Background: an optimization exercise with open tools, aiming at small area, a short achievable clock period and few clock cycles. Do not read the settings as production practice.
In this exercise RTL edits were held to simulation tests only and were not proved equivalent to the original.
No activity file was given, so power comes from the tool's default toggle rates.

==> design.v <==
`timescale 1ns/1ps
module betterNeighborsInMyCluster(clock, nrst, start, address, wr_en, data_in, MY_CLUSTER_ID, mybest, besthop, bestvalue, bestneighborID, nextsinks, data_out, done);
	input clock, nrst, start;
	input [15:0] data_in, MY_CLUSTER_ID;
	input [15:0] mybest;
	output done, wr_en;
	output [15:0] address, data_out;
	output [15:0] besthop, bestneighborID, nextsinks;
	output [15:0] bestvalue;
	localparam HB = 5;            
	localparam NB = 1 << HB;
	localparam [10:0] A_NID = 11'h024, A_KSC = 11'h344, A_NC = 11'h345, A_CNT = 11'h346;
	localparam [6:0] P0 = 7'h24;  
	localparam [5:0] J0 = 6'h04;  
	localparam [6:0] C0 = 7'h34;  
	localparam [1:0] T_NID = 2'd0, T_CID = 2'd1, T_BAT = 2'd2, T_QV = 2'd3;
	localparam IDLE = 0, NC = 1, SNK = 2, CID = 3, QV = 4, BAT = 5, WR = 6, HCM = 7,
	           RNID = 8, RCID = 9, VS = 10, CNT = 11, BW = 12, BN = 13, DONE = 14, NS = 15;
	reg [NS-1:0] st;
	reg [10:0] waddr;
	reg wr_en_r, done_r;
	reg [6:0] dout;
	reg [5:0] jlast;              
	reg [6:0] plast;              
	reg [6:0] p;                  
	reg [5:0] jp;                 
	reg [6:0] cp;                 
	reg [3:0] kp;                 
	reg [NB-1:0] bitmap;
	reg [15:0] qreg;
	reg [6:0] hop, sinks;
	reg [15:0] bval;
	reg [15:0] acc, accc, sr, hm;
	reg mci;
	reg [2:0] mph;                
	reg [5:0] mh;
	function lt16;
		input [15:0] a, b;
		reg [15:0] g, e;
		reg [7:0] g1, e1;
		reg [3:0] g2, e2;
		reg [1:0] g3, e3;
		integer i;
		begin
			g = ~a & b;
			e = ~(a ^ b);
			for (i = 0; i < 8; i = i + 1) begin
				g1[i] = g[2*i+1] | (e[2*i+1] & g[2*i]);
				e1[i] = e[2*i+1] & e[2*i];
			end
			for (i = 0; i < 4; i = i + 1) begin
				g2[i] = g1[2*i+1] | (e1[2*i+1] & g1[2*i]);
				e2[i] = e1[2*i+1] & e1[2*i];
			end
			for (i = 0; i < 2; i = i + 1) begin
				g3[i] = g2[2*i+1] | (e2[2*i+1] & g2[2*i]);
				e3[i] = e2[2*i+1] & e2[2*i];
			end
			lt16 = g3[1] | (e3[1] & g3[0]);
		end
	endfunction
	function [10:0] tab;
		input [1:0] t;
		input [6:0] q;
		tab = {2'b00, {2'b00, q[6]} + {1'b0, t}, q[5:0]};
	endfunction
	wire eq = (data_in == MY_CLUSTER_ID);
	wire better = ~lt16(mybest, data_in);
	wire match = (data_in == qreg);
	wire bhit = bitmap[data_in[HB-1:0]];
	wire [9:0] th;
	assign th[0] = data_in >= 16'd1;
	assign th[1] = data_in >= 16'd3277;
	assign th[2] = data_in >= 16'd6554;
	assign th[3] = data_in >= 16'd9831;
	assign th[4] = data_in >= 16'd13108;
	assign th[5] = data_in >= 16'd16385;
	assign th[6] = data_in >= 16'd19661;
	assign th[7] = data_in >= 16'd22938;
	assign th[8] = data_in >= 16'd26215;
	assign th[9] = data_in >= 16'd29492;
	wire [3:0] k4;
	assign k4[3] = th[3];
	assign k4[2] = ~th[3] | th[7];
	assign k4[1] = (th[1] & ~th[3]) | (th[5] & ~th[7]) | th[9];
	assign k4[0] = (th[0] & ~th[1]) | (th[2] & ~th[3]) | (th[4] & ~th[5]) | (th[6] & ~th[7]) | (th[8] & ~th[9]);
	wire [19:0] r0 = sr[0] ? {4'd0, hm} : 20'd0;
	wire [19:0] r1 = sr[1] ? {3'd0, hm, 1'd0} : 20'd0;
	wire [19:0] r2 = sr[2] ? {2'd0, hm, 2'd0} : 20'd0;
	wire [19:0] r3 = sr[3] ? {1'd0, hm, 3'd0} : 20'd0;
	wire [19:0] oa = {4'd0, acc}, oc = {4'd0, accc};
	wire [19:0] s1 = oa ^ oc ^ r0;
	wire [19:0] c1 = {((oa & oc) | (oa & r0) | (oc & r0)), mci};
	wire [19:0] t1 = r1 ^ r2 ^ r3;
	wire [19:0] d1 = {((r1 & r2) | (r1 & r3) | (r2 & r3)), 1'b0};
	wire [19:0] s2 = s1 ^ c1 ^ t1;
	wire [19:0] c2 = {((s1 & c1) | (s1 & t1) | (c1 & t1)), 1'b0};
	wire [19:0] s3 = s2 ^ c2 ^ d1;
	wire [19:0] c3 = {((s2 & c2) | (s2 & d1) | (c2 & d1)), 1'b0};
	wire [4:0] mlow = {1'b0, s3[3:0]} + {1'b0, c3[3:0]};
	wire [15:0] afin = acc + accc + {15'd0, mci};
	wire [15:0] mval = {afin[12:0], sr[15:13]};
	wire mfree = (mph == 3'd0);
	wire plastf = (p == plast);
	wire first = (p == P0);
	wire jend = (jp == jlast);
	wire [6:0] pinc = p + 7'd1;
	wire [6:0] pdec = p - 7'd1;
	wire [6:0] mcur = p - P0;
	reg [NS-1:0] tn, fn;
	reg [10:0] ta, fa;
	reg [6:0] tp, fp;
	always @* begin
		tn = {NS{1'b0}}; fn = {NS{1'b0}};
		ta = waddr; fa = waddr; tp = p; fp = p;
		if (st[CID] | st[QV] | st[HCM]) begin
			if (plastf) begin
				fn[RNID] = 1'b1; fa = tab(T_NID, p);
			end else begin
				fn[CID] = 1'b1; fa = tab(T_CID, pinc); fp = pinc;
			end
		end
		if (st[RNID] | st[RCID] | (st[VS] & jend)) begin
			if (first) begin
				fn[CNT] = 1'b1; fa = A_CNT;
			end else begin
				fn[RNID] = 1'b1; fa = tab(T_NID, pdec); fp = pdec;
			end
		end
		if (st[IDLE]) begin
			tn[NC] = 1'b1; ta = A_NC;
			fn[IDLE] = 1'b1; fa = A_KSC;
		end
		if (st[NC]) begin
			fn[SNK] = 1'b1; fa = {5'd0, J0};
		end
		if (st[SNK]) begin
			if (jend) begin
				fn[CID] = 1'b1; fa = tab(T_CID, P0); fp = P0;
			end else begin
				fn[SNK] = 1'b1; fa = {5'd0, jp + 6'd1};
			end
		end
		if (st[CID]) begin
			tn[QV] = 1'b1; ta = tab(T_QV, p);
		end
		if (st[QV]) begin
			tn[BAT] = 1'b1; ta = tab(T_BAT, p);
		end
		if (st[BAT]) begin
			fn[WR] = 1'b1; fa = {4'h6, cp};
		end
		if (st[WR]) begin
			fn[HCM] = 1'b1; fa = {7'h32, kp};
		end
		if (st[RNID]) begin
			tn[RCID] = 1'b1; ta = tab(T_CID, p);
		end
		if (st[RCID]) begin
			tn[VS] = 1'b1; ta = {5'd0, J0};
		end
		if (st[VS]) begin
			tn[CNT] = 1'b1; ta = A_CNT;
			if (!jend) begin
				fn[VS] = 1'b1; fa = {5'd0, jp + 6'd1};
			end
		end
		if (st[CNT] | st[BW]) begin
			fn[mfree ? BN : BW] = 1'b1; fa = A_NID + {4'd0, hop};
		end
		if (st[BN] | st[DONE]) begin
			fn[DONE] = 1'b1;
		end
	end
	wire cond = (st[IDLE] & start) | ((st[CID] | st[RCID]) & eq) | (st[QV] & better) |
	            (st[RNID] & bhit) | (st[VS] & match);
	always @(posedge clock) begin
		if (!nrst) begin
			st <= {{(NS-1){1'b0}}, 1'b1};
			waddr <= A_KSC;
			wr_en_r <= 1'b0;
			done_r <= 1'b0;
			mph <= 3'd0;
		end else begin
			st <= cond ? tn : fn;
			waddr <= cond ? ta : fa;
			wr_en_r <= cond ? (tn[WR] | tn[CNT]) : (fn[WR] | fn[CNT]);
			if (st[BN]) done_r <= 1'b1;
			if (st[HCM]) mph <= 3'd1;
			else if (mph == 3'd5) mph <= 3'd0;
			else if (mph != 3'd0) mph <= mph + 3'd1;
		end
		p <= cond ? tp : fp;
		if (st[IDLE]) begin
			bval <= 16'hFFFE; hop <= 7'd65; sinks <= 7'd65; cp <= C0;
			jlast <= data_in[5:0] + (J0 - 6'd1);
		end
		bitmap <= st[IDLE] ? {NB{1'b0}} : (bitmap | (st[SNK] ? ({{(NB-1){1'b0}}, 1'b1} << data_in[HB-1:0]) : {NB{1'b0}}));
		if (st[NC]) plast <= data_in[6:0] + (P0 - 7'd1);
		if (st[NC] | st[RCID]) jp <= J0;
		if (st[SNK] | st[VS]) jp <= jp + 6'd1;
		if (st[RNID] | st[BN]) qreg <= data_in;
		if (st[QV]) qreg <= data_in;
		if (st[BAT]) kp <= k4;
		if (st[WR]) cp <= cp + 7'd1;
		dout <= st[BAT] ? mcur : cp - C0;
		if (st[VS] & match) sinks <= mcur;
		if (st[HCM]) begin
			hm <= data_in;
			mh <= mcur[5:0];
			acc <= 16'd0;
			accc <= 16'd0;
			mci <= 1'b0;
			sr <= qreg;
		end else begin
			acc <= s3[19:4];
			accc <= c3[19:4];
			mci <= mlow[4];
			sr <= {mlow[3:0], sr[15:4]};
		end
		if (mph == 3'd5 && lt16(mval, bval)) begin
			bval <= mval;
			hop <= {1'b0, mh};
		end
	end
	assign address = {4'd0, waddr, 1'b0};
	assign wr_en = wr_en_r;
	assign data_out = {9'd0, dout};
	assign done = done_r;
	assign besthop = {9'd0, hop};
	assign nextsinks = {9'd0, sinks};
	assign bestvalue = bval;
	assign bestneighborID = qreg;
endmodule
==> run.sh <==
#!/bin/bash
# synth_recipe.tcl (not shown) runs the flow's synth.tcl, then flattens the netlist and writes it again
# the make line also repeats each setting of config.mk as NAME=value (left out here)
make -C /OpenROAD-flow-scripts/flow DESIGN_CONFIG=/design/flow/config.mk WORK_HOME=/design/flow/orfs CLKGATE_MAP_FILE= SYNTH_SCRIPT=/design/flow/synth_recipe.tcl finish
==> config.mk <==
export PLATFORM = sky130hd
export DESIGN_NAME = betterNeighborsInMyCluster
export DESIGN_NICKNAME = betterNeighborsInMyCluster
export VERILOG_FILES = /design/flow/design.v
export SDC_FILE = /design/flow/constraint.sdc
export NUM_CORES = 4
export LEC_CHECK = 0
export CAP_MARGIN = 20
export CORE_MARGIN = 2
export CORE_UTILIZATION = 40
export SETUP_SLACK_MARGIN = 5
export SLEW_MARGIN = 20
==> constraint.sdc <==
create_clock -name core_clock -period 11.0 [get_ports {clock}]
set_input_delay 2.2000 -clock core_clock [delete_from_list [all_inputs] [get_ports {clock}]]
set_output_delay 2.2000 -clock core_clock [all_outputs]
set_load 0.01 [all_outputs]
==> results of run 1 <==
[worst min-delay path by stage]
stage / from / to / slack (ns)
after floorplan: st[13]$_SDFF_PP0_ / done_r$_SDFFE_PN0P_ / 0.43
after global routing: sr[4]$_DFF_P_ / sr[0]$_DFF_P_ / 0.47
final: sr[4]$_DFF_P_ / sr[0]$_DFF_P_ / 0.46
after CTS: sr[4]$_DFF_P_ / sr[0]$_DFF_P_ / 0.46
after detailed placement: sr[7]$_DFF_P_ / sr[3]$_DFF_P_ / 0.45
after global placement: sr[9]$_DFF_P_ / sr[5]$_DFF_P_ / 0.44
[routing by layer]
layer,vias up,track usage (%),share of wire [%]
met2,308,31.9,45
met4,0,5.92,2.2
met1,4736,28.8,47
met3,61,3.66,5.9
met5,-,0,0
li1,4704,-,-
[cells in the mapped netlist (9+ instances only)]
master                       n  area [um^2]
sky130_fd_sc_hd__ha_1       70          876
sky130_fd_sc_hd__o31ai_1    10         75.1
sky130_fd_sc_hd__and3_1     17          106
sky130_fd_sc_hd__buf_4      33          248
sky130_fd_sc_hd__o21ai_0    38          190
sky130_fd_sc_hd__nand2_1    78          293
sky130_fd_sc_hd__and2_1     68          425
sky130_fd_sc_hd__nor3_1     20          100
sky130_fd_sc_hd__xnor2_1    56          490
sky130_fd_sc_hd__a21oi_1    91          455
sky130_fd_sc_hd__a31oi_1    14         87.6
sky130_fd_sc_hd__mux2_2     15          169
sky130_fd_sc_hd__nor2_1    107          402
sky130_fd_sc_hd__mux4_2      9          203
sky130_fd_sc_hd__a21o_1     10         75.1
sky130_fd_sc_hd__edfxtp_1  104         3120
sky130_fd_sc_hd__inv_1     123          462
sky130_fd_sc_hd__nand4_1    16          100
sky130_fd_sc_hd__nor4_1     12         75.1
sky130_fd_sc_hd__dfxtp_1   118         2360
sky130_fd_sc_hd__clkbuf_1   60          225
sky130_fd_sc_hd__xor2_1     34          298
sky130_fd_sc_hd__nor2b_1    41          257
sky130_fd_sc_hd__nand3_1    23          115
sky130_fd_sc_hd__nand2b_1    9         56.3
sky130_fd_sc_hd__fa_1       62         1240
[per-stage QoR]
stage | worst slack (ns) | std cells | util, %
6_report | 5.97 | 1902 | 47.0
5_1_grt | 5.86 | 1902 | 47.0
4_1_cts | 5.99 | 1902 | 47.0
3_5_place_dp | 5.43 | 1854 | 44.5
3_3_place_gp | 5.44 | 1854 | 44.5
2_1_floorplan | 6.42 | 1382 | -
[final cells by class]
cell class	count	share of cell area [%]
sequential	222	35.0
inverter	124	2.97
timing repair buffer	125	7.85
clock inverter	15	0.695
clock buffer	33	4.72
multi-input combinational	935	45.1
tap	448	3.58
[power groups by stage]
stage | Combinational [mW] | Sequential [mW] | Clock [mW]
final | 1.53 | 1.10 | 0.851
after global routing | 1.83 | 1.12 | 0.903
after CTS | 1.56 | 1.10 | 0.871
after detailed placement | 1.55 | 1.12 | 0
after global placement | 1.51 | 1.12 | 0
after floorplan | 1.21 | 1.06 | 0
[sequential cells by signal (all words and copies together) (netlist names), 6 cells and up]
signal / count
jlast: 6
qreg: 16
bval: 16
cp: 7
bitmap: 32
acc: 15
p: 7
dout: 7
accc: 16
hm: 16
st: 14
hop: 7
mh: 6
sr: 16
waddr: 11
plast: 7
jp: 6
sinks: 7
[cells by family (layout without fill, tap and decap cells)]
kind of cell | count (synthesis) | after routing | share of synthesized area, %
AO/OA/AOI/OAI | 230 | 230 | 10.9
adder cells (fa/ha/maj) | 132 | 132 | 15.8
XOR/XNOR | 90 | 90 | 5.88
other | 1 | 32 | 0.0280
flip-flops | 222 | 222 | 40.9
AND/OR/NAND/NOR | 420 | 420 | 15.9
multiplexers | 31 | 31 | 3.29
buffers and inverters | 225 | 297 | 7.26
[worst register-to-register path: stages, from the launching register on]
cell	delay, ns
sky130_fd_sc_hd__dfxtp_1	0.35
sky130_fd_sc_hd__fa_1	0.47
sky130_fd_sc_hd__inv_1	0.09
sky130_fd_sc_hd__fa_1	0.20
sky130_fd_sc_hd__nor2b_1	0.07
sky130_fd_sc_hd__o31a_1	0.27
sky130_fd_sc_hd__o211ai_1	0.23
sky130_fd_sc_hd__a21oi_1	0.13
sky130_fd_sc_hd__nor3_1	0.25
sky130_fd_sc_hd__nor3_1	0.09
sky130_fd_sc_hd__or2_2	0.30
sky130_fd_sc_hd__ha_1	0.30
sky130_fd_sc_hd__nand4_1	0.14
sky130_fd_sc_hd__o21ai_0	0.31
sky130_fd_sc_hd__nand3_1	0.12
sky130_fd_sc_hd__o21ai_1	0.11
sky130_fd_sc_hd__or2_2	0.49
==> summary.txt, run 1 <==
Power:
- The power density normalized to cell area is approximately 220 nW/um^2.
- The internal portion of the total power is roughly 2.2 mW.
- The leakage power is 6.23 nW.
- The switching share of power is a little over a third.
- The worst vdd rail ir drop is ~0.00011 V.
- Combinational logic is responsible for a little over two fifths of the overall power.
- The reported net switching power is 1.26 mW.
- The final total power is 3.48 mW.
- The share of total power dissipated in the clock network is about a quarter.
- The fraction of power consumed by sequential logic is 31.7%.

Clock tree:
- Clock tree synthesis selected as its root buffer the cell sky130_fd_sc_hd__clkbuf_16.
- Post-CTS timing repair inserted 0 buffers for setup.
- After clock tree synthesis, the flow added hold-fix buffers numbering 0.
- The CTS tree is done.
- TritonCTS created 26 clock buffers.
- The CTS H-tree depth is 1.
- The number of gates resized after CTS is 0.
- The tree built by TritonCTS fans out to ~220 sinks.
- For the worst-skew pair, the clock arrives at the later sink with an insertion delay of 0.54 ns.
- Clock-pin slew was measured on the worst setup and hold paths at 0.07 ns.
- Counting along the longest clock path gives a buffer depth of 3.

Critical path:
- Of all nets on the critical path, the largest fanout is 39.
- The endpoint of the worst register-to-register path is bval[3]$_SDFFCE_PN1P_.
- The kind of cell adding the most delay to the critical path is buffers and inverters.
- The critical path ends at waddr[0]$_SDFFE_PN0P_.
- The maximum single-stage delay on the critical path is 1.02 ns.
- Measured in cells, the most critical reg-to-reg path has a length of 16.
- The critical path goes through clkdlybuf4s50_1, mux4_2, mux4_2, or2_1, a2111oi_4, buf_4, a211oi_1, a31o_2.
- At the worst endpoint, the arrival time is between 5 and 6 ns.
- Setup slack on the worst reg-to-reg path comes out at about 6.7 ns.
- For this design, the slowest cell found on the critical path is sky130_fd_sc_hd__clkdlybuf4s50_1.
- The first element of the critical path is data_in[3].
- The number of gates on the worst path with buffers counted is 8.
- STA classifies the critical path endpoint as a flip-flop.
- The launching element type of the critical path is an input pin.
- The data required time at the worst endpoint is 11.44 ns.
- The worst register-to-register path begins at acc[0]$_SDFF_PP0_.
- The number of buffers and inverters on the critical path is 2.
- The most numerous cell on the critical path is sky130_fd_sc_hd__mux4_2.
- The critical path is of the in2reg type.

Layout:
- In the final design database the tool counted around 1.6k nets.
- Summing all multi-input logic gate instances after layout gives 7060 um^2.
- The footprint of the flip-flops and latches is 5490 um^2.
- The library cell used most frequently in the layout, excluding fill and tap cells, is sky130_fd_sc_hd__inv_1.
- The post-layout instance area is ~16000 um^2.
- The diode insertion count for antenna repair is 0.
- In the layout the commonest cells are sky130_fd_sc_hd__inv_1, sky130_fd_sc_hd__dfxtp_1, sky130_fd_sc_hd__clkdlybuf4s50_1.
- In the final layout, the share of cells above drive strength 1 is 5.91%.
- The filler cells instantiated in the layout total 3107.
- Relative to the synthesized area, the layout overhead comes to 16.8%.

Yosys:
- In the synthesized netlist the async set-or-reset flop fraction comes to 0%.
- The netlist uses 70 different library cells.
- Counting flops with a built-in enable in the synthesized netlist gives 104.
- The number of synthesized register bits is 222.
- The number of instances in the synthesized netlist is around 1.4k.
- Sequential cells were found to cover 40.9% of the synthesized design area.
- For this run, the number of Yosys warnings is 1.
- The per-instance average area after synthesis is 9.92 um^2.
- The mapped netlist covers 13400 um^2.
- The commonest register cell after synthesis is sky130_fd_sc_hd__dfxtp_1.

Global route:
- The pin count of the biggest net entering global routing is 77.
- The via count of the first global-routing pass was approximately 10k.
- The first global-routing pass estimated 56.2 mm of wire.
- The total overflow reported by the global router is 0.
- The overall routing resource usage is 20.3%.
- The number of antenna violations at the first check in global routing is 0.

STA:
- Adding up every negative setup slack in the final design gives 0 ns.
- The transition time at the pin with the least slew margin is 0.984 ns.
- The final number of max-transition violations was 0.
- Setup repair after global routing left no endpoint under its margin.
- The worst max-slew margin expressed relative to the limit is 34.0%.
- The worst clock skew is about 0.021 ns.
- Based on the critical path, the design can be clocked at up to 199 MHz.
- Hold timing on the final database bottoms out at a slack of 0.458 ns.
- The final worst-path cycle share is 45.8%.
- The count of final setup violators is 0.
- After layout, the minimum clock period comes to just over 5 ns.
- The number of hold violations in the final report was 0.

Routing:
- The overall via count from detail_route is around 9.8k.
- The final antenna-violating net count is 0.
- The first detailed-routing pass ran for 5 iterations.
- The post-detailed-routing wire length is 35.4 mm.
- The average vias per placed instance is 5.16.
- In the routed design, unresolved DRC markers number 0.
- In the final routed layout, each cell accounts on average for around 19 um.
- The number of DRC markers after the initial detailed-route iteration is approximately 740.

Min path:
- Counting instances, the worst hold path has a depth of 1.
- In this run the worst hold path is classified as reg2reg.

Floorplan:
- The die is 187 um tall.
- The placeable core area is 33300 um^2.
- The die is 187 um wide.
- The die area is 35000 um^2.
- During I/O placement, the number of pins put on the boundary was 149.
- The count of standard-cell rows is 67.
- The starting density of the core is 40.3%.

Place:
- The count of port buffers added during placement is 116.
- Routability-driven placement finished with a final weighted congestion of about 0.96.
- The placed wire-length estimate after detailed placement is 26.0 mm.
- After detailed placement, the total cell area comes to 14800 um^2.

Run status:
- The run finished with no timing, DRC or antenna violations.

Job:
- The max-cap check violation count is 0.
Testbench counts, summed over its fixed seeds: cycles 49,005.
==> run 2, diff against run 1 <==
==> flow/run.sh (new file) <==
#!/bin/bash
# The standard layout; timing repair aims at a tighter setup margin and the port buffers
# are plain buffers. The make output goes to flow_make.log, each ORFS step to its own log under orfs/logs.
set -o pipefail
bash standard.sh SETUP_SLACK_MARGIN=7.5 "BUFFER_PORTS_ARGS=-buffer_cell sky130_fd_sc_hd__buf_4" finish 2>&1 | tee flow_make.log
==> standard.sh (new file) <==
#!/bin/bash
# synth_recipe.tcl (not shown) runs the flow's synth.tcl, then flattens the netlist and writes it again
# the make line also repeats each setting of config.mk as NAME=value (left out here)
make -C /OpenROAD-flow-scripts/flow DESIGN_CONFIG=/design/flow/config.mk WORK_HOME=/design/flow/orfs CLKGATE_MAP_FILE= SYNTH_SCRIPT=/design/flow/synth_recipe.tcl "${@:-finish}"
--- a/config.mk
+++ b/config.mk
@@ -10,3 +10,2 @@
 export CORE_UTILIZATION = 40
-export SETUP_SLACK_MARGIN = 5
 export SLEW_MARGIN = 20
removed: run.sh
==> run 2 against run 1 <==
Still clean; worst setup slack improved by 0.95 ns; wire length up 4.8%; non-clock buffer count rose by 56; largest cell class unchanged; largest power group unchanged.
==> summary.txt, run 2 <==
Layout:
- The layout cell share with drive strength beyond 1 is 22.3%.
- The register with the most flip-flops is bitmap.
- The number of antenna diodes in the final layout is 0.
- In the final design database the tool counted 1675 nets.
- The area growth from synthesis to layout is 23.5%.
- The library cells used most frequently in the layout, excluding fill and tap cells, are sky130_fd_sc_hd__buf_4, sky130_fd_sc_hd__inv_1, sky130_fd_sc_hd__dfxtp_1.
- Leaving out fill and tap cells, the most frequent cell in the layout is sky130_fd_sc_hd__buf_4.
- The number of flip-flops under the largest register name is 32.

Run status:
- The flow ran to the end and the layout has no timing, DRC or antenna violations.

Critical path:
- The launching element type of the critical path is an input pin.
- Data arrives at the worst endpoint at 4.32 ns.
- Along the worst path, the maximum fanout reaches 6.
- Data on the critical path is required at its endpoint by 11.23 ns.
- By startpoint and endpoint, the worst setup path is classified as in2reg.
- The sort of element at the end of the critical path is a flip-flop.

Yosys:
- For this run, the number of Yosys warnings is 1.
- The fraction of synthesized cell area taken by the top area cell type is 23.3%.
- By area the synthesized netlist is led by sky130_fd_sc_hd__edfxtp_1, sky130_fd_sc_hd__dfxtp_1, sky130_fd_sc_hd__fa_1.
- The number of synthesized flops with an enable pin is between 100 and 150.
- Synthesis inferred 222 register bits.
- The commonest register cell after synthesis is sky130_fd_sc_hd__dfxtp_1.
- The dominant cell by count in the synthesized netlist is sky130_fd_sc_hd__inv_1.
- After technology mapping, the gate count stands at 1351.
- sky130_fd_sc_hd__edfxtp_1 takes more of the synthesized area than any other cell.
- Synthesis instantiated 70 different standard cells from the library.
- The mapped cell area is 13400 um^2.
- The commonest cells after synthesis are sky130_fd_sc_hd__inv_1, sky130_fd_sc_hd__dfxtp_1, sky130_fd_sc_hd__nor2_1.
- After synthesis, the share of flip-flops with an asynchronous set or reset is 0%.
- For this run, the register share of the synthesized area comes to approximately 41%.
- The per-instance average area after synthesis is 9.92 um^2.

Power:
- The switching share of power is between 30% and 40%.
- The clock network burns 23.4% of the power.
- The power density normalized to cell area is 223 nW/um^2.
- The fraction of power consumed by sequential logic is 29.8%.
- Total power for the finished layout comes to 3.69 mW.
- The leakage power is 6.83 nW.
- Combinational logic burns between 40% and 50% of the power.
- For this design the total switching power over the nets is 1.33 mW.
- Cell internal power was estimated by the tool at 2.36 mW.
- The worst vdd rail ir drop is around 0.00012 V.

Clock tree:
- The CTS tree is done.
- The post-CTS clock slew at the launch and capture registers of the worst setup and hold paths is ~0.06 ns.
- The number of buffers on the longest clock path is 3.
- Clock latency on the worst-skew pair, taken at its later pin, is approximately 0.53 ns.
- The number of sinks driven by the clock tree is 222.
- The total clock buffers created by CTS is 25.
- The CTS H-tree depth is 1.
- The cell at the root of the clock tree is sky130_fd_sc_hd__clkbuf_16.
- The number of buffers inserted for hold repair after clock tree synthesis is 0.

Floorplan:
- After floorplanning, the core was divided into 67 placement rows.
- The placeable core area is ~33000 um^2.
- The die boundary width is 187 um.
- The height of the chip is 187 um.
- The die area is 35000 um^2.
- For this design the top-level I/O count stands at 149.
- The starting density of the core is 40.3%.

STA:
- The final worst-path cycle share is between 30 and 40%.
- The routed design could run at a clock period as short as 4.08 ns.
- Summed over all failing endpoints, the final setup total negative slack is 0 ns.
- The highest clock frequency the design can meet is 245 MHz.
- The count of final setup violators is 0.
- Setup repair after global routing could not meet its margin everywhere.
- The final number of max-transition violations is 0.
- At the pin with the least slew margin, the transition time is approximately 0.94 ns.
- On the final layout, the worst clock skew is 0.0158 ns.
- The number of hold violations in the final report was 0.
- Measured against its own limit, the worst slew margin works out to ~37%.

Global route:
- The first global-routing pass estimated 57.1 mm of wire.
- The overall routing resource usage is about a fifth.
- Entering global routing, the biggest net connects 78 pins.
- The via count of the first global-routing pass is 10.0k.
- Global routing finished with a remaining overflow of 0.
- The number of antenna violations at the first check in global routing is 0.

Routing:
- Once detail routing completed, the nets flagged for antenna violations numbered 0.
- The average vias per placed instance is 5.24.
- The first detailed-routing pass ran for 6 iterations.
- In the final routed layout, each cell accounts on average for 18.9 um.
- The final route contains 10.3k vias.
- For this run, design rule violations remaining after detail routing come to 0.
- In this run, the number of DRC markers left after iteration 0 of detailed routing was 867.
- The post-detailed-routing wire length is about 37 mm.

Place:
- Input and output buffers added on the ports amount to 116.
- The weighted congestion reported at the end of routability-driven placement is between 0.9 and 1.
- The placed wire-length estimate after detailed placement is 25.4 mm.

Job:
- The max-cap check violation count is 0.

Min path:
- The class of the tightest hold or removal check is reg2reg.
run 2: worst max-delay path, cell delays in order:
cell and delay, ns:
sky130_fd_sc_hd__buf_16 0.10, sky130_fd_sc_hd__mux4_2 0.49, sky130_fd_sc_hd__mux4_2 0.48, sky130_fd_sc_hd__or2_4 0.25
sky130_fd_sc_hd__a2111oi_4 0.30, sky130_fd_sc_hd__buf_6 0.17, sky130_fd_sc_hd__buf_6 0.10, sky130_fd_sc_hd__buf_12 0.11
sky130_fd_sc_hd__buf_16 0.11
run 2: power groups by stage:
stage / combinational, mW / clock (mW) / sequential [mW]
2_1_floorplan: 1.23 / 0 / 1.06
3_3_place_gp: 1.52 / 0 / 1.11
3_5_place_dp: 1.55 / 0 / 1.12
4_1_cts: 1.68 / 0.885 / 1.10
5_1_grt: 1.99 / 0.922 / 1.11
6_report: 1.72 / 0.864 / 1.10
run 2: metal layers:
metal	share of wire, %	GRT usage, %	vias up
met5	0	0	-
met4	2.8	6.14	0
met3	7.3	3.73	81
met2	45	32.7	414
met1	45	29.4	4931
li1	-	-	4829
run 2: path summary, 6_finish.rpt:
check,from,endpoint,slack (ns),cells past startpoint
setup / recovery,data_in[1],p[1]$_DFFE_PP_,6.92,9
hold / removal,sr[4]$_DFF_P_,sr[0]$_DFF_P_,0.46,1
setup reg to reg,accc[0]$_SDFF_PP0_,bval[12]$_SDFFCE_PN1P_,7.12,18
hold reg to reg,sr[4]$_DFF_P_,sr[0]$_DFF_P_,0.46,1
run 2: kinds of logic (layout without fill, tap and decap cells):
group           count (synthesis)  count (layout)  share of synthesized area (%)
compound gates                230             230                           10.9
fa+ha+maj                     132             132                           15.8
buf+inv                       225             350                           7.26
simple gates                  420             423                           15.9
other cells                     1              32                         0.0280
mux                            31              31                           3.29
flops                         222             222                           40.9
xor+xnor                       90              90                           5.88
run 2: stage by stage:
| step | setup slack [ns] | hold WS [ns] | std cells | area (um^2) | utilization, % |
|---|---|---|---|---|---|
| final | 6.92 | 0.457 | 1958 | 16600 | 49.8 |
| after global routing | 6.90 | 0.465 | 1958 | 16600 | 49.8 |
| after CTS | 6.96 | 0.458 | 1948 | 16200 | 48.8 |
| after detailed placement | 5.91 | 0.442 | 1854 | 14600 | 43.8 |
| after global placement | 5.95 | 0.439 | 1854 | 14600 | 43.8 |
| after floorplan | 6.51 | 0.428 | 1382 | 13600 | - |
run 2: area by class of cell:
| type | count | area [um^2] |
|---|---|---|
| fill | 3083 | 16700 |
| multi-input combinational | 938 | 7450 |
| sequential | 222 | 5500 |
| timing repair buffer | 181 | 1720 |
| clock buffer | 39 | 742 |
| tap | 448 | 561 |
| inverter | 124 | 472 |
| clock inverter | 6 | 110 |
run 2: repair_timing:
action                                  in CTS  in global routing
endpoints found under the setup margin      87                 91
buffers inserted                            38                  8
cloned                                      11                  2
gates resized for setup                     75                 50
pin swaps                                   30                 22
==> run 3, diff against run 2 <==
--- a/design.v
+++ b/design.v
@@ -21,3 +21,2 @@
 	reg wr_en_r, done_r;
-	reg [6:0] dout;
 	reg [5:0] jlast;              
@@ -27,3 +26,2 @@
 	reg [6:0] cp;                 
-	reg [3:0] kp;                 
 	reg [NB-1:0] bitmap;
@@ -35,3 +33,3 @@
 	reg [2:0] mph;                
-	reg [5:0] mh;
+	reg [6:0] mh;                 
 	function lt16;
@@ -61,2 +59,25 @@
 	endfunction
+	function [15:0] add16;
+		input [15:0] a, b;
+		input ci;
+		reg [15:0] p, g, G, P, G2, P2;
+		integer i, l, q;
+		begin
+			p = a ^ b;
+			g = a & b;
+			g[0] = g[0] | (p[0] & ci);
+			G = g; P = p;
+			for (l = 0; l < 4; l = l + 1) begin
+				G2 = G; P2 = P;
+				for (i = 0; i < 16; i = i + 1)
+					if ((i >> l) & 1) begin
+						q = ((i >> l) << l) - 1;
+						G2[i] = G[i] | (P[i] & G[q]);
+						P2[i] = P[i] & P[q];
+					end
+				G = G2; P = P2;
+			end
+			add16 = p ^ {G[14:0], ci};
+		end
+	endfunction
 	function [10:0] tab;
@@ -69,3 +90,9 @@
 	wire match = (data_in == qreg);
-	wire bhit = bitmap[data_in[HB-1:0]];
+	reg bhit;
+	integer bi;
+	always @* begin
+		bhit = 1'b0;
+		for (bi = 0; bi < NB; bi = bi + 1)
+			bhit = bhit | (bitmap[bi] & (data_in[HB-1:0] == bi));
+	end
 	wire [9:0] th;
@@ -100,3 +127,3 @@
 	wire [4:0] mlow = {1'b0, s3[3:0]} + {1'b0, c3[3:0]};
-	wire [15:0] afin = acc + accc + {15'd0, mci};
+	wire [15:0] afin = add16(acc, accc, mci);
 	wire [15:0] mval = {afin[12:0], sr[15:13]};
@@ -115,3 +142,3 @@
 		ta = waddr; fa = waddr; tp = p; fp = p;
-		if (st[CID] | st[QV] | st[HCM]) begin
+		if (st[CID] | st[QV] | st[WR]) begin
 			if (plastf) begin
@@ -124,3 +151,3 @@
 			if (first) begin
-				fn[CNT] = 1'b1; fa = A_CNT;
+				fn[BW] = 1'b1; fa = A_CNT;
 			end else begin
@@ -150,6 +177,7 @@
 		if (st[BAT]) begin
-			fn[WR] = 1'b1; fa = {4'h6, cp};
-		end
-		if (st[WR]) begin
-			fn[HCM] = 1'b1; fa = {7'h32, kp};
+			fn[HCM] = 1'b1; fa = {7'h32, k4};
+		end
+		if (st[HCM]) begin
+			fn = {NS{1'b0}};
+			fn[WR] = 1'b1; fa = {4'h6, cp}; fp = p;
 		end
@@ -162,3 +190,3 @@
 		if (st[VS]) begin
-			tn[CNT] = 1'b1; ta = A_CNT;
+			tn[BW] = 1'b1; ta = A_CNT;
 			if (!jend) begin
@@ -167,4 +195,7 @@
 		end
-		if (st[CNT] | st[BW]) begin
-			fn[mfree ? BN : BW] = 1'b1; fa = A_NID + {4'd0, hop};
+		if (st[BW]) begin
+			fn[mfree ? CNT : BW] = 1'b1; fa = A_CNT;
+		end
+		if (st[CNT]) begin
+			fn[BN] = 1'b1; fa = A_NID + {4'd0, hop};
 		end
@@ -186,3 +217,3 @@
 			waddr <= cond ? ta : fa;
-			wr_en_r <= cond ? (tn[WR] | tn[CNT]) : (fn[WR] | fn[CNT]);
+			wr_en_r <= fn[WR] | fn[CNT];
 			if (st[BN]) done_r <= 1'b1;
@@ -203,5 +234,3 @@
 		if (st[QV]) qreg <= data_in;
-		if (st[BAT]) kp <= k4;
 		if (st[WR]) cp <= cp + 7'd1;
-		dout <= st[BAT] ? mcur : cp - C0;
 		if (st[VS] & match) sinks <= mcur;
@@ -209,3 +238,3 @@
 			hm <= data_in;
-			mh <= mcur[5:0];
+			mh <= mcur;
 			acc <= 16'd0;
@@ -222,4 +251,5 @@
 			bval <= mval;
-			hop <= {1'b0, mh};
-		end
+			hop <= mh;
+		end
+		if (st[BW] & mfree) mh <= cp - C0;
 	end
@@ -227,3 +257,3 @@
 	assign wr_en = wr_en_r;
-	assign data_out = {9'd0, dout};
+	assign data_out = {9'd0, mh};
 	assign done = done_r;
==> run 3 against run 2 <==
Global-route usage is 0.81 points higher; largest power group unchanged; critical endpoint is now waddr[3]$_SDFFE_PN0P_; still clean; non-clock buffer count shrank 26; wire length shrank 1.2%; synthesized area down 2.3%; total power fell by 4.8%; final cell count fell by 2.6%; clock power decreased by 5.2%.
==> summary.txt, run 3 <==
Layout:
- Leaving out fill and tap cells, the most frequent cells in the layout are sky130_fd_sc_hd__buf_4, sky130_fd_sc_hd__inv_1, sky130_fd_sc_hd__dfxtp_1.
- The layout cell share with drive strength beyond 1 is 20.7%.
- The post-layout instance count excluding filler cells is 1908.
- The diode insertion count for antenna repair is 0.
- Leaving out fill and tap cells, the most frequent cell in the layout is sky130_fd_sc_hd__buf_4.
- The final layout contains ~1.6k nets.
- The number of flip-flops under the largest register name is 32.
- The count of filler cells inserted in the layout is 2987.
- The post-layout instance area is 16000 um^2.
- The final core area utilization is 49.4%.
- Ranked by flip-flop count, first place goes to bitmap.
- Compared with the post-synthesis result, the final layout area differs by 22.0%.

Run status:
- The flow ran to the end and the layout has no timing, DRC or antenna violations.

Power:
- After layout, the design draws a total of 3.51 mW.
- The leakage power is 6.46 nW.
- The power density normalized to cell area is 220 nW/um^2.
- The worst vdd rail ir drop is 0.000153 V.

Yosys:
- Of the total synthesized cell area, the portion taken by XOR and XNOR cells is 6.01%.
- Yosys mapped a number of flops with a built-in enable equal to between 100 and 150.
- The proportion of register bits with asynchronous set or reset after synthesis is 0%.
- The synthesized-area fraction occupied by adder cells is 16.4%.
- The mapped cell area is 13100 um^2.
- The number of instances in the synthesized netlist is 1327.
- The dominant combinational cell family by area after synthesis is adder cells.
- The dominant cell by count in the synthesized netlist is sky130_fd_sc_hd__inv_1.
- For this run, the number of Yosys warnings is 1.
- The fraction of synthesized area in multiplexers is 2.40%.
- For this run, the leading register cell type out of synthesis is sky130_fd_sc_hd__dfxtp_1.
- The number of synthesized register bits is 212.
- The number of library cell types mapped by synthesis is 74.
- The fraction of synthesized cell area taken by the top area cell type is between 20% and 30%.
- Sorting the synthesized cells by area gives the leading types as sky130_fd_sc_hd__edfxtp_1, sky130_fd_sc_hd__dfxtp_1, sky130_fd_sc_hd__fa_1.
- After synthesis, the mean cell area works out to 9.87 um^2.
- The portion of the post-synthesis area used by sequential elements is 40.2%.
- Of all cell types, the one taking the most synthesized area is sky130_fd_sc_hd__edfxtp_1.
- Counting instances in the post-synthesis netlist gives the leading cell types as sky130_fd_sc_hd__inv_1, sky130_fd_sc_hd__dfxtp_1, sky130_fd_sc_hd__nor2_1.
- Summing the areas of all compound-gate instances in the mapped netlist gives between 10% and 20% of the synthesized area.
- Of the total synthesized cell area, the portion taken by AND, OR, NAND and NOR gates is 16.2%.

Routing:
- The post-detailed-routing wire length is approximately 37 mm.
- In this run the remaining antenna-violating nets after routing total 0.
- The top layer reached by signal wires is met4.
- In the detailed route, the total length drawn on met3 is about 2 mm.
- The average vias per placed instance is roughly 5.2.
- Dividing the detail-routed wire length by the instance count gives 19.2 um.
- For this run, design rule violations remaining after detail routing come to 0.
- The overall via count from detail_route is 9988.
- The detailed router put a total of 16.3 mm of wire on met1.
- The routed design uses 17.4 mm of met2 wire.
- After the first detailed-routing iteration, the DRC count stood at 790.
- For this run, the detailed router's first-pass iteration total came to 6.

Critical path:
- The worst register-to-register path ends at bval[6]$_SDFFCE_PN1P_.
- The largest fanout of any net on the critical path is 7.
- The type of the worst setup path is in2reg.
- The worst reg-to-reg setup slack is around 7.3 ns.
- The startpoint of the worst-slack reg-to-reg timing path is mci$_SDFF_PP0_.
- The worst register-to-register path has a depth of 18.
- The launching element type of the critical path is an input pin.
- The arrival time reported for the critical path endpoint is 4.35 ns.
- The sort of element at the end of the critical path is a flip-flop.
- Data on the critical path is required at its endpoint by 11.39 ns.

Min path:
- In this run the most critical hold path is launched from sr[12]$_DFF_P_.
- The worst hold path terminates at sr[8]$_DFF_P_.
- The class of the tightest hold or removal check is reg2reg.
- Counting instances, the worst hold path has a depth of 1.

STA:
- The transition time at the pin with the least slew margin is 1.10 ns.
- The worst max-slew margin expressed relative to the limit is 26.6%.
- The final number of max-transition violations is 0.
- Setup total negative slack on the finished layout was measured at 0 ns.
- The count of final setup violators is 0.
- The routed design could run at a clock period as short as 3.96 ns.
- The minimum setup slack in the final design is approximately 7.0 ns.
- The number of hold violations in the final report came to 0.
- Hold timing on the final database bottoms out at a slack of 0.449 ns.
- Setup repair after global routing could not meet its margin everywhere.
- Based on the critical path, the design can be clocked at up to 253 MHz.
- The final worst-path cycle share is about 36%.
- The worst clock skew is roughly 0.012 ns.

Place:
- The worst-case setup slack after placement is around 6 ns.
- The weighted congestion reported at the end of routability-driven placement is 0.927.
- The placed wire-length estimate after detailed placement is 26.3 mm.
- In this run, placement finished with an instance count of 1822.
- The post-placement cell area is 14300 um^2.
- During placement, the flow inserted port buffers numbering 116.

Global route:
- The total overflow reported by the global router is 0.
- The first global-routing pass estimated 56.9 mm of wire.
- The overall routing resource usage is between 20% and 30%.
- The via count of the first global-routing pass is 9946.
- The number of antenna violations at the first check in global routing is 0.
- Entering global routing, the biggest net connects 87 pins.

Job:
- Max-cap violations in this run came to 0.

Floorplan:
- The placeable core area is 32400 um^2.
- After floorplanning, the core was divided into 66 placement rows.
- The die boundary width is 185 um.
- The height of the chip is 185 um.
- The number of ports placed on the die boundary is about 150.
- The die area is 34200 um^2.
- The starting density of the core is 40.5%.

Clock tree:
- No sink is reached through more buffers than the 3 on the longest clock path.
- The total clock buffers created by CTS is 25.
- The cell at the root of the clock tree is sky130_fd_sc_hd__clkbuf_16.
- The post-CTS clock slew at the launch and capture registers of the worst setup and hold paths is 0.06 ns.
- In this run, post-CTS hold repair placed 0 buffers.
- The CTS H-tree depth is 1.
- The CTS tree is done.
- The tree built by TritonCTS fans out to 212 sinks.
- The clock latency on the worst-skew pair is ~0.53 ns.
## run 3: worst max-delay path by stage
| stage | from | end | slack [ns] | depth (start not counted) |
|---|---|---|---|---|
| after floorplan | data_in[1] | p[0]$_DFFE_PP_ | 6.80 | 10 |
| after global placement | data_in[0] | p[3]$_DFFE_PP_ | 6.08 | 11 |
| after detailed placement | data_in[0] | p[3]$_DFFE_PP_ | 6.03 | 11 |
| after CTS | data_in[1] | p[5]$_DFFE_PP_ | 7.10 | 10 |
| after global routing | data_in[0] | waddr[0]$_SDFFE_PN0P_ | 6.90 | 13 |
| final | data_in[1] | waddr[3]$_SDFFE_PN0P_ | 7.04 | 12 |
## run 3: area by class of cell
| cell class | instances | area (um^2) | area share [%] |
|---|---|---|---|
| clock inverter | 11 | 110 | 0.689 |
| sequential | 212 | 5270 | 33.0 |
| timing repair buffer | 155 | 1370 | 8.60 |
| tap | 442 | 553 | 3.46 |
| inverter | 124 | 480 | 3.01 |
| clock buffer | 34 | 689 | 4.31 |
| multi-input combinational | 930 | 7500 | 46.9 |
## run 3: cell families (layout without fill, tap and decap cells)
| logic type | after synthesis | count (layout) |
|---|---|---|
| AND/OR/NAND/NOR | 417 | 423 |
| AO/OA/AOI/OAI | 224 | 224 |
| buffers and inverters | 222 | 324 |
| flip-flops | 212 | 212 |
| adder cells (fa/ha/maj) | 133 | 133 |
| XOR/XNOR | 89 | 89 |
| multiplexers | 29 | 29 |
| other | 1 | 32 |
## run 3: worst max-delay path: stages
cell and delay [ns]:
sky130_fd_sc_hd__buf_16 0.13, sky130_fd_sc_hd__ha_4 0.20, sky130_fd_sc_hd__a221oi_2 0.24, sky130_fd_sc_hd__a2111oi_1 0.08, sky130_fd_sc_hd__a31oi_1 0.19, sky130_fd_sc_hd__nand2_1 0.13
sky130_fd_sc_hd__o41ai_4 0.47, sky130_fd_sc_hd__o211ai_4 0.16, sky130_fd_sc_hd__buf_12 0.18, sky130_fd_sc_hd__buf_4 0.18, sky130_fd_sc_hd__a21oi_4 0.12, sky130_fd_sc_hd__a221oi_2 0.06
## run 3: layer usage
layer,up-vias,track usage [%]
met5,-,0
met3,65,3.15
li1,4718,-
met2,300,35.9
met4,0,6.67
met1,4905,29.3
## run 3: power breakdown
part / internal, mW / switching [mW] / leakage [nW] / total (mW)
Combinational: 0.786 / 0.848 / 4.24 / 1.63
Clock: 0.485 / 0.335 / 0.398 / 0.819
Sequential: 0.959 / 0.0998 / 1.83 / 1.06
Total: 2.23 / 1.28 / 6.46 / 3.51
## run 3: timing repair
item                       in CTS  in global routing
resized for setup              74                 30
buffers inserted               21                 11
gates cloned                    9                  0
setup endpoints to repair      86                 88
pin swaps                      53                 29
Testbench counts of run 3, summed over its fixed seeds: cycles 49,321.
==> run 4, diff against run 3 <==
--- a/flow/run.sh
+++ b/flow/run.sh
@@ -4,2 +4,2 @@
 set -o pipefail
-bash standard.sh SETUP_SLACK_MARGIN=7.5 "BUFFER_PORTS_ARGS=-buffer_cell sky130_fd_sc_hd__buf_4" finish 2>&1 | tee flow_make.log
+bash standard.sh SETUP_SLACK_MARGIN=7.5 "BUFFER_PORTS_ARGS=-buffer_cell sky130_fd_sc_hd__buf_2"  finish 2>&1 | tee flow_make.log
==> run 4 against run 3 <==
Sequential share of layout area grew 0.77 points; count of clock-buffer cells in the layout shrank 5; worst setup slack lost 0.033 ns; synthesized cell count is the same; still clean on timing, DRC and antenna; sequential cell count is the same; clock skew grew 0.0045 ns; combinational power shrank 5%; non-clock buffer count shrank 5; via count shrank 0.66%; wire length shrank 3.0%; cell area shrank 2.3%; register-to-register slack gained 0.02 ns.
==> summary.txt, run 4 <==
Layout:
- The number of antenna diodes in the final layout is 0.
- The register with the most flip-flops in the layout has 32 of them.
- The library cells used most frequently in the layout, excluding fill and tap cells, are sky130_fd_sc_hd__inv_1, sky130_fd_sc_hd__dfxtp_1, sky130_fd_sc_hd__buf_2.
- The library cell used most frequently in the layout, excluding fill and tap cells, is sky130_fd_sc_hd__inv_1.
- The number of nets in the finished design is around 1.6k.
- The layout cell share with drive strength beyond 1 is between 10% and 20%.
- The area growth from synthesis to layout is 19.2%.
- The register with the most flip-flops is bitmap.

Floorplan:
- Once the floorplan was initialized, standard cells occupied 40.5% of the core.
- The die covers 34200 um^2.
- The count of standard-cell rows is 66.
- The placeable core area is approximately 32000 um^2.
- The height of the chip is 185 um.
- The floorplan step set the die width to 185 um.
- The number of ports placed on the die boundary is 149.

Critical path:
- The largest fanout of any net on the critical path is 8.
- The data required time at the worst endpoint is ~11 ns.
- The worst setup path is captured at a flip-flop.
- The startpoint of the worst-slack reg-to-reg timing path is accc[0]$_SDFF_PP0_.
- The launching element type of the critical path is an input pin.
- For the worst setup path, the data arrival time is ~4.2 ns.
- The worst setup path is of the in2reg kind.
- Tracing the worst setup path back leads to its startpoint at data_in[1].

Power:
- The leakage power is 6.31 nW.
- IR analysis of the VDD net gives a maximum drop of 0.000130 V.
- Overall power consumption after layout is estimated at 3.47 mW.
- The power density normalized to cell area is 222 nW/um^2.

STA:
- The total negative setup slack is 0 ns.
- The worst clock skew is 0.0165 ns.
- The highest clock frequency the design can meet is 251 MHz.
- The number of hold violations in the final report is 0.
- The minimum setup slack in the final design is 7.01 ns.
- Measured against its own limit, the worst slew margin works out to 29.9%.
- Of the available clock period, the critical path in the final layout requires 36.3%.
- The minimum clock period is 3.99 ns.
- The final number of max-transition violations came to 0.
- Setup violations remaining at the end of the flow were counted as 0.
- Setup repair after global routing could not meet its margin everywhere.
- At the pin with the least slew margin, the transition time is 1.05 ns.

Yosys:
- After Yosys synthesis, and, or, nand and nor cells account for between 15 and 20% of the synthesized area.
- The number of library cell types mapped by synthesis is 74.
- The number of warnings printed during yosys synthesis is 1.
- The commonest register cell after synthesis is sky130_fd_sc_hd__dfxtp_1.
- The fraction of synthesized area in multiplexers is 2.40%.
- The dominant cell by count in the synthesized netlist is sky130_fd_sc_hd__inv_1.
- Yosys mapped a number of flops with a built-in enable equal to between 100 and 150.
- The mapped cell area is 13100 um^2.
- The synthesized design devotes to its leading area cell type 23.4% of total area.
- The post-synthesis cell type with the largest combined area is sky130_fd_sc_hd__edfxtp_1.
- Synthesis produced 1327 cells.
- Of the synthesized area, sequential elements account for between 40% and 50%.
- Sorting the synthesized cells by how often they occur yields sky130_fd_sc_hd__inv_1, sky130_fd_sc_hd__dfxtp_1, sky130_fd_sc_hd__nor2_1.
- The per-instance average area after synthesis is 9.87 um^2.
- Ranked by total cell area, the synthesized netlist is headed by sky130_fd_sc_hd__edfxtp_1, sky130_fd_sc_hd__dfxtp_1, sky130_fd_sc_hd__fa_1.
- The number of synthesized register bits is 212.
- After Yosys synthesis, full adders, half adders and majority gates account for 16.4% of the synthesized area.
- The xor/xnor share of the synthesized area is 6.01%.
- The synthesized netlist devotes 11.1% of its cell area to compound gates.
- After synthesis, the share of flip-flops with an asynchronous set or reset is 0%.
- By area, the combinational part of the netlist is dominated by adder cells.

Job:
- The tool flagged a number of max-cap violations equal to 0.

Run status:
- The run finished with no timing, DRC or antenna violations.

Routing:
- The number of DRC markers after the initial detailed-route iteration is 802.
- In the routed design, unresolved DRC markers number 0.
- The routed wirelength normalized by instance count is 18.7 um.
- The final layout contains routed wiring with a total length of 35.6 mm.
- The average vias per placed instance is approximately 5.2.
- The overall via count from detail_route is roughly 9.9k.
- The first detailed-routing pass took 5 iterations.
- The detail route stage leaves a number of antenna-violating nets equal to 0.

Place:
- The worst-case setup slack after placement is about 5.9 ns.
- The placed wire-length estimate after detailed placement is about 26 mm.
- At the end of routability-driven placement, the weighted congestion stood at 0.994.
- The count of port buffers added during placement is 116.

Clock tree:
- The number of sinks driven by the clock tree is 212.
- After clock tree synthesis, the clock-pin slew on the worst setup and hold paths is 0.06 ns.
- The longest clock path from root to sink contains 3 buffers.
- The cell at the root of the clock tree is sky130_fd_sc_hd__clkbuf_16.
- The total clock buffers created by CTS is 24.
- TritonCTS built the clock tree.
- In this run the number of H-tree levels came out at 1.
- The clock latency on the worst-skew pair is approximately 0.53 ns.
- The number of buffers inserted for hold repair after clock tree synthesis is 0.

Min path:
- The tightest min-delay check is of the reg2reg type.
- The startpoint identified for the worst hold timing path is sr[11]$_DFF_P_.

Global route:
- The via count of the first global-routing pass is 9802.
- The wire length of the first global-routing pass is ~55 mm.
- The pin count of the biggest net entering global routing is 87.
- The overall routing resource usage is 21.0%.
- The number of antenna violations at the first check in global routing came to 0.
- For this run the aggregate overflow at the end of global routing stands at 0.
## run 4: changes by cell type in the layout (fill, tap and decap cells not counted), sizes merged
cell,before,now
inv,126,124
clkinvlp,1,3
buf,154,146
nand2,87,86
bufinv,2,5
clkbuf,34,32
## run 4: critical path: stages
cell and delay (ns):
sky130_fd_sc_hd__buf_16 0.13, sky130_fd_sc_hd__ha_4 0.20, sky130_fd_sc_hd__a221oi_2 0.24, sky130_fd_sc_hd__a2111oi_1 0.08
sky130_fd_sc_hd__a31oi_1 0.21, sky130_fd_sc_hd__nand2_1 0.13, sky130_fd_sc_hd__o41ai_4 0.44, sky130_fd_sc_hd__o211ai_4 0.18
sky130_fd_sc_hd__buf_12 0.18, sky130_fd_sc_hd__nor2_4 0.18
## run 4: final timing paths
check                                             to  slack (ns)  cells past startpoint
worst max-delay path                  p[1]$_DFFE_PP_        7.01                     10
worst min-delay path                   sr[7]$_DFF_P_        0.45                      1
worst max register to register  hop[6]$_SDFFCE_PN1P_        7.30                     19
worst min register to register         sr[7]$_DFF_P_        0.45                      1
## run 4: cell type report
| type | instances | area (um^2) |
|---|---|---|
| inverters | 124 | 480 |
| repair buffers | 150 | 1030 |
| fillers | 3036 | 16800 |
| clock inverters | 14 | 208 |
| flip-flops and latches | 212 | 5270 |
| multi-input cells | 929 | 7430 |
| well taps | 442 | 553 |
| clock buffers | 29 | 641 |
## run 4: routing by layer
metal | vias to the layer above | track usage (%) | share of wire (%)
met5 | - | 0 | 0
met4 | 0 | 6.29 | 2.8
met3 | 69 | 3.46 | 6.9
met2 | 353 | 35.3 | 48
met1 | 4796 | 27.8 | 43
li1 | 4704 | - | -
## run 4: per-stage QoR
step           utilization (%)  std cells  instance area [um^2]  hold slack (ns)
6_report                  48.2       1900                 15600            0.450
3_3_place_gp              43.2       1822                 14000            0.436
2_1_floorplan                -       1358                 13500            0.428
4_1_cts                   47.5       1891                 15400            0.453
5_1_grt                   48.2       1900                 15600            0.477
3_5_place_dp              43.2       1822                 14000            0.444
## run 4: cells by family (layout without fill, tap and decap cells)
family / Yosys count / count (layout)
AND/OR/NAND/NOR: 417 / 422
adder cells (fa/ha/maj): 133 / 133
other: 1 / 32
XOR/XNOR: 89 / 89
AO/OA/AOI/OAI: 224 / 224
flip-flops: 212 / 212
buffers and inverters: 222 / 317
multiplexers: 29 / 29
## run 4: repair_timing
action / CTS / global route
cloned: 7 / 0
setup endpoints to repair: 91 / 88
pin swaps: 50 / 17
gates resized for setup: 65 / 32
endpoints found under the hold margin: 0 / 0
buffers inserted: 19 / 9
## run 4: where the power goes
group	switching [mW]	total (mW)	internal [mW]
Clock	0.331	0.863	0.532
Sequential	0.0963	1.05	0.958
Combinational	0.818	1.55	0.735
==> run 5, diff against run 4 <==
--- a/flow/run.sh
+++ b/flow/run.sh
@@ -4,2 +4,2 @@
 set -o pipefail
-bash standard.sh SETUP_SLACK_MARGIN=7.5 "BUFFER_PORTS_ARGS=-buffer_cell sky130_fd_sc_hd__buf_2"  finish 2>&1 | tee flow_make.log
+bash standard.sh SETUP_SLACK_MARGIN=7.5 "BUFFER_PORTS_ARGS=-buffer_cell sky130_fd_sc_hd__buf_2" "CTS_BUF_LIST=sky130_fd_sc_hd__clkbuf_4 sky130_fd_sc_hd__clkbuf_8" ABC_AREA=1 finish 2>&1 | tee flow_make.log
==> run 5 against run 4 <==
Critical path type unchanged; core utilization about the same; largest cell class unchanged; worst setup slack improved by 0.21 ns; synthesized area increased by 3.6%; highest routed layer unchanged; maximum frequency increased by 5.5%; total power increased by 8.2%; die area increased by 3.6%.
==> summary.txt, run 5 <==
Yosys:
- The fraction of synthesized cell area taken by the top area cell type is 22.6%.
- Ranked by total cell area, the synthesized netlist is headed by sky130_fd_sc_hd__edfxtp_1, sky130_fd_sc_hd__dfxtp_1, sky130_fd_sc_hd__fa_1.
- Summing the areas of all and, or, nand and nor instances in the mapped netlist gives 20.8% of the synthesized area.
- Ranked by instance count, the synthesized netlist is headed by sky130_fd_sc_hd__nand2_1, sky130_fd_sc_hd__inv_1, sky130_fd_sc_hd__nor2_1.
- The synthesized netlist occupies a cell area of 13600 um^2.
- The cell count after synthesis came out at between 1.5k and 2k.
- The number of library cell types mapped by synthesis is 51.
- Dividing the synthesized area by the synthesized cell count gives around 8.0 um^2.
- In the post-synthesis netlist, the cell with the most instances is sky130_fd_sc_hd__nand2_1.
- Sequential elements use 38.8% of the synthesized area.
- The synthesized netlist devotes around 2.5% of its cell area to XOR and XNOR gates.
- The number of warnings printed during yosys synthesis is 1.
- After synthesis, the share of cell area in mux cells is 0.0737%.
- The post-synthesis cell type with the largest combined area is sky130_fd_sc_hd__edfxtp_1.
- The synthesized design contains 212 register bits.
- The dominant combinational cell family by area after synthesis is simple AND/OR/NAND/NOR gates.
- In this run, synthesis inferred 102 flip-flops with an integrated enable.
- For this run, the leading register cell type out of synthesis is sky130_fd_sc_hd__dfxtp_1.
- The synthesized netlist devotes 9.02% of its cell area to compound gates.
- Summing the areas of all fa, ha and maj instances in the mapped netlist gives 15.9% of the synthesized area.
- Counting flops with an async set or reset pin after synthesis yields a share of 0%.

Global route:
- The number of antenna violations at the first check in global routing is 0.
- The pin count of the biggest net entering global routing is between 70 and 80.
- The via count of the first global-routing pass was 11.1k.
- After global routing the overflow that remains totals 0.
- In the global route stage, overall resource usage came out at ~22%.
- The wire length of the first global-routing pass is between 60 and 70 mm.

Layout:
- In the layout the commonest cells are sky130_fd_sc_hd__nand2_1, sky130_fd_sc_hd__inv_1, sky130_fd_sc_hd__nor2_1.
- The post-layout instance area is ~16000 um^2.
- The leading cell type in the layout, fill and taps excluded is sky130_fd_sc_hd__nand2_1.
- More flip-flops sit in one register than any other, and that register is bitmap.
- The final core area utilization is 48.3%.
- The area growth from synthesis to layout is 19.0%.
- After the last flow step, the layout net total stands at 2034.
- The repair_antennas step left the layout with diodes totalling 0.
- The layout cell share with drive strength beyond 1 is 19.3%.
- The register with the most flip-flops in the layout has 32 of them.

Critical path:
- STA puts the critical path data arrival time at 4.04 ns.
- The maximum single-stage delay on the critical path is 0.21 ns.
- The worst reg-to-reg setup slack is approximately 7.3 ns.
- The worst reg2reg path depth is 18.
- The endpoint of the worst register-to-register path is bval[10]$_SDFFCE_PN1P_.
- Data on the critical path is required at its endpoint by 11.25 ns.
- Walking the worst path, the cells encountered are buf_12, clkinvlp_4, ha_4, nand2_4, inv_4, nand3_2, nand2_2, nor3_2, nand4_1, nor2_2, nand4_1, nand2_2, nand3_4, nor2_4, buf_6.
- The worst setup path is of the in2reg kind.
- Of all nets on the critical path, the largest fanout is 7.
- The startpoint of the worst-slack reg-to-reg timing path is mci$_SDFF_PP0_.
- For this design, the slowest cell found on the critical path is sky130_fd_sc_hd__ha_4.
- STA classifies the critical path endpoint as a flip-flop.
- The launching element type of the critical path is an input pin.

Power:
- Of the total power, the clock network draws approximately a fifth.
- Cell internal power was estimated by the tool at 2.23 mW.
- The power density normalized to cell area is approximately 230 nW/um^2.
- The leakage power is 7.63 nW.
- Summed over all nets, the switching power comes to 1.53 mW.
- The combinational fraction of design power is 51.0%.
- In this run switching power makes up 40.7% of total power.
- The worst vdd rail ir drop is 0.000276 V.
- Sequential cells burn 28.2% of the power.

Min path:
- The path with the worst hold slack has its endpoint at sr[1]$_DFF_P_.
- The hold path depth is 2.
- The start point of the worst min-delay path is sr[5]$_DFF_P_.
- The path class of the tightest hold or removal check is reg2reg.

Routing:
- In the routed layout, each cell is associated on average with a via count of 4.94.
- The first-pass iteration count of the detailed router is 7.
- The detailed router placed between 10k and 15k vias in this run.
- In this run, the number of DRC markers left after iteration 0 of detailed routing was 874.
- The post-detailed-routing wire length is just under 40 mm.
- The final antenna-violating net count is 0.
- The routed wirelength normalized by instance count is 16.7 um.
- After detailed routing, the number of remaining DRC violations is 0.

STA:
- The number of hold violations in the final report is 0.
- Setup slack closes at 7.22 ns.
- At the pin with the least slew margin, the transition time is between 0.9 and 1 ns.
- The final number of max-transition violations is 0.
- Setup violations remaining at the end of the flow were counted as 0.
- The final hold slack is 0.410 ns.
- The final worst-path cycle share is between 30% and 40%.
- The worst clock skew is 0.0228 ns.
- The highest clock frequency the design can meet is approximately 260 MHz.
- The minimum clock period is 3.78 ns.
- Setup repair after global routing could not meet its margin everywhere.
- The worst max-slew margin expressed relative to the limit is between 30% and 40%.
- Adding up every negative setup slack in the final design gives 0 ns.

Floorplan:
- The die covers 35400 um^2.
- The count of standard-cell rows is 67.
- The die boundary width is between 150 and 200 um.
- The number of ports placed on the die boundary is 149.
- The initial utilization of the core area, before any placement, comes to 40.6%.
- Measured along the y axis, the die boundary spans about 190 um.
- The floorplan step defined a core boundary enclosing 33400 um^2.

Clock tree:
- After clock tree synthesis, the clock-pin slew on the worst setup and hold paths is roughly 0.06 ns.
- TritonCTS built the clock tree.
- The CTS H-tree depth is 2.
- The clock passes through at most 3 buffers.
- The cell at the root of the clock tree is sky130_fd_sc_hd__clkbuf_8.
- After clock tree synthesis, the flow added hold-fix buffers numbering 0.
- For this design, the sink count on the clock tree is between 200 and 250.
- The total clock buffers created by CTS is a little over 40.
- The clock latency on the worst-skew pair is between 0.5 and 0.6 ns.

Place:
- After detailed placement, the total cell area comes to 14500 um^2.
- The weighted congestion reported at the end of routability-driven placement is 0.934.
- Buffers placed on the I/O ports in this run total 116.
- Summed over all nets, the half-perimeter wirelength after detailed placement is 29.1 mm.
- At the placement stage, the worst setup path has a slack of 5.98 ns.

Run status:
- The flow ran to the end and the layout has no timing, DRC or antenna violations.

Job:
- The max-cap check violation count is 0.
-- run 5: changes by cell type after synthesis, sizes merged, moves of 19 or more --
cell | previous run | this run
nor2 | 104 | 159
xnor2 | 68 | 12
nand3 | 23 | 100
and2 | 68 | 0
a31oi | 24 | 4
o21ai | 39 | 72
inv | 124 | 338
nor2b | 46 | 0
mux2 | 19 | 0
nand2 | 84 | 344
-- run 5: layer usage --
metal	global-route usage [%]	part of all wire, %	vias up
met4	7.42	2.9	0
met2	35.8	46	387
met3	4.02	6.2	79
met1	29.9	44	5415
met5	0	0	-
li1	-	-	5631
-- run 5: logic make-up (layout without fill, tap and decap cells) --
kind of cell,Yosys count,after routing
simple gates,668,671
buf+inv,420,580
compound gates,214,214
flops,212,212
fa+ha+maj,133,133
xor+xnor,39,39
other cells,1,32
mux,1,1
-- run 5: through the flow --
stage / total power [mW] / cells
finish: 3.76 / 2330
global route: 4.19 / 2330
CTS: 3.64 / 2321
detailed placement: 2.70 / 2208
global placement: 2.64 / 2208
floorplan: 2.30 / 1719
-- run 5: how the worst max path moves through the flow --
stage,start,endpoint,slack (ns),depth (start not counted)
final,data_in[0],p[1]$_DFFE_PP_,7.22,15
after global routing,mci$_SDFF_PP0_,hop[0]$_SDFFCE_PN1P_,7.16,19
after CTS,mci$_SDFF_PP0_,hop[2]$_SDFFCE_PN0P_,7.24,18
after detailed placement,data_in[0],st[2]$_SDFF_PP0_,5.98,14
after global placement,data_in[0],st[2]$_SDFF_PP0_,6.09,14
after floorplan,data_in[0],p[0]$_DFFE_PP_,7.10,13
-- run 5: cell type report --
type	count	area (um^2)
well taps	448	561
fillers	3283	17300
clock buffers	59	743
inverters	341	1290
multi-input cells	1090	7160
flip-flops and latches	212	5270
repair buffers	164	1050
clock inverters	16	76.3
-- run 5: timing repair --
| item | in CTS | in global routing |
|---|---|---|
| buffers inserted | 35 | 8 |
| endpoints found under the hold margin | 0 | 0 |
| setup endpoints to repair | 85 | 86 |
| pin swaps | 32 | 27 |
| gates resized for setup | 54 | 58 |
| gates cloned | 3 | 0 |
-- run 5: power by group through the flow --
stage                     combinational [mW]  clock (mW)  sequential, mW
after CTS                               1.78       0.801            1.06
after detailed placement                1.62           0            1.08
final                                   1.91       0.780            1.06
after global routing                    2.27       0.838            1.08
after floorplan                         1.28           0            1.02
after global placement                  1.57           0            1.07
-- run 5: worst max-delay path: cells and delay by family --
| kind | cells | cell delay [ns] |
|---|---|---|
| AND/OR/NAND/NOR | 10 | 1.21 |
| buffers and inverters | 4 | 0.41 |
| adder cells (fa/ha/maj) | 1 | 0.21 |

afterwards: timing with drivers on the ports:
The results above use ideal ports. As a check the final layouts listed here were re-extracted and re-timed, cells and wires unchanged.
Step 1 (the two cells are an assumption about what drives the block):
set clk [get_ports {clock}]
set_driving_cell -lib_cell sky130_fd_sc_hd__clkbuf_16 $clk
set_driving_cell -lib_cell sky130_fd_sc_hd__buf_2 [delete_from_list [all_inputs] $clk]
Step 2 moves the port delays by t, midway between the first and last clock arrival at a register: inputs arrive t later, outputs are due t later. That takes back most of the time a late clock gives input paths.
Slacks: no drivers / after step 1 / after step 2; pairs: no drivers / after step 1.
| run | shift t [ns] | setup WS [ns] | cell pins on the clock port's net |
|---|---|---|---|
| run 1 | 0.582 | 5.967 / 5.998 / 5.416 | 1 |
| run 2 | 0.571 | 6.917 / 6.834 / 6.263 | 1 |
| run 3 | 0.575 | 7.042 / 7.008 / 6.433 | 1 |
| run 4 | 0.575 | 7.009 / 7.002 / 6.427 | 1 |
| run 5 | 0.597 | 7.216 / 7.201 / 6.604 | 1 |
After both steps setup and hold are still met in every run listed. For run 2, which loses most, drivers alone change the setup slack by -0.083 ns; drivers and shift together by -0.654 ns.
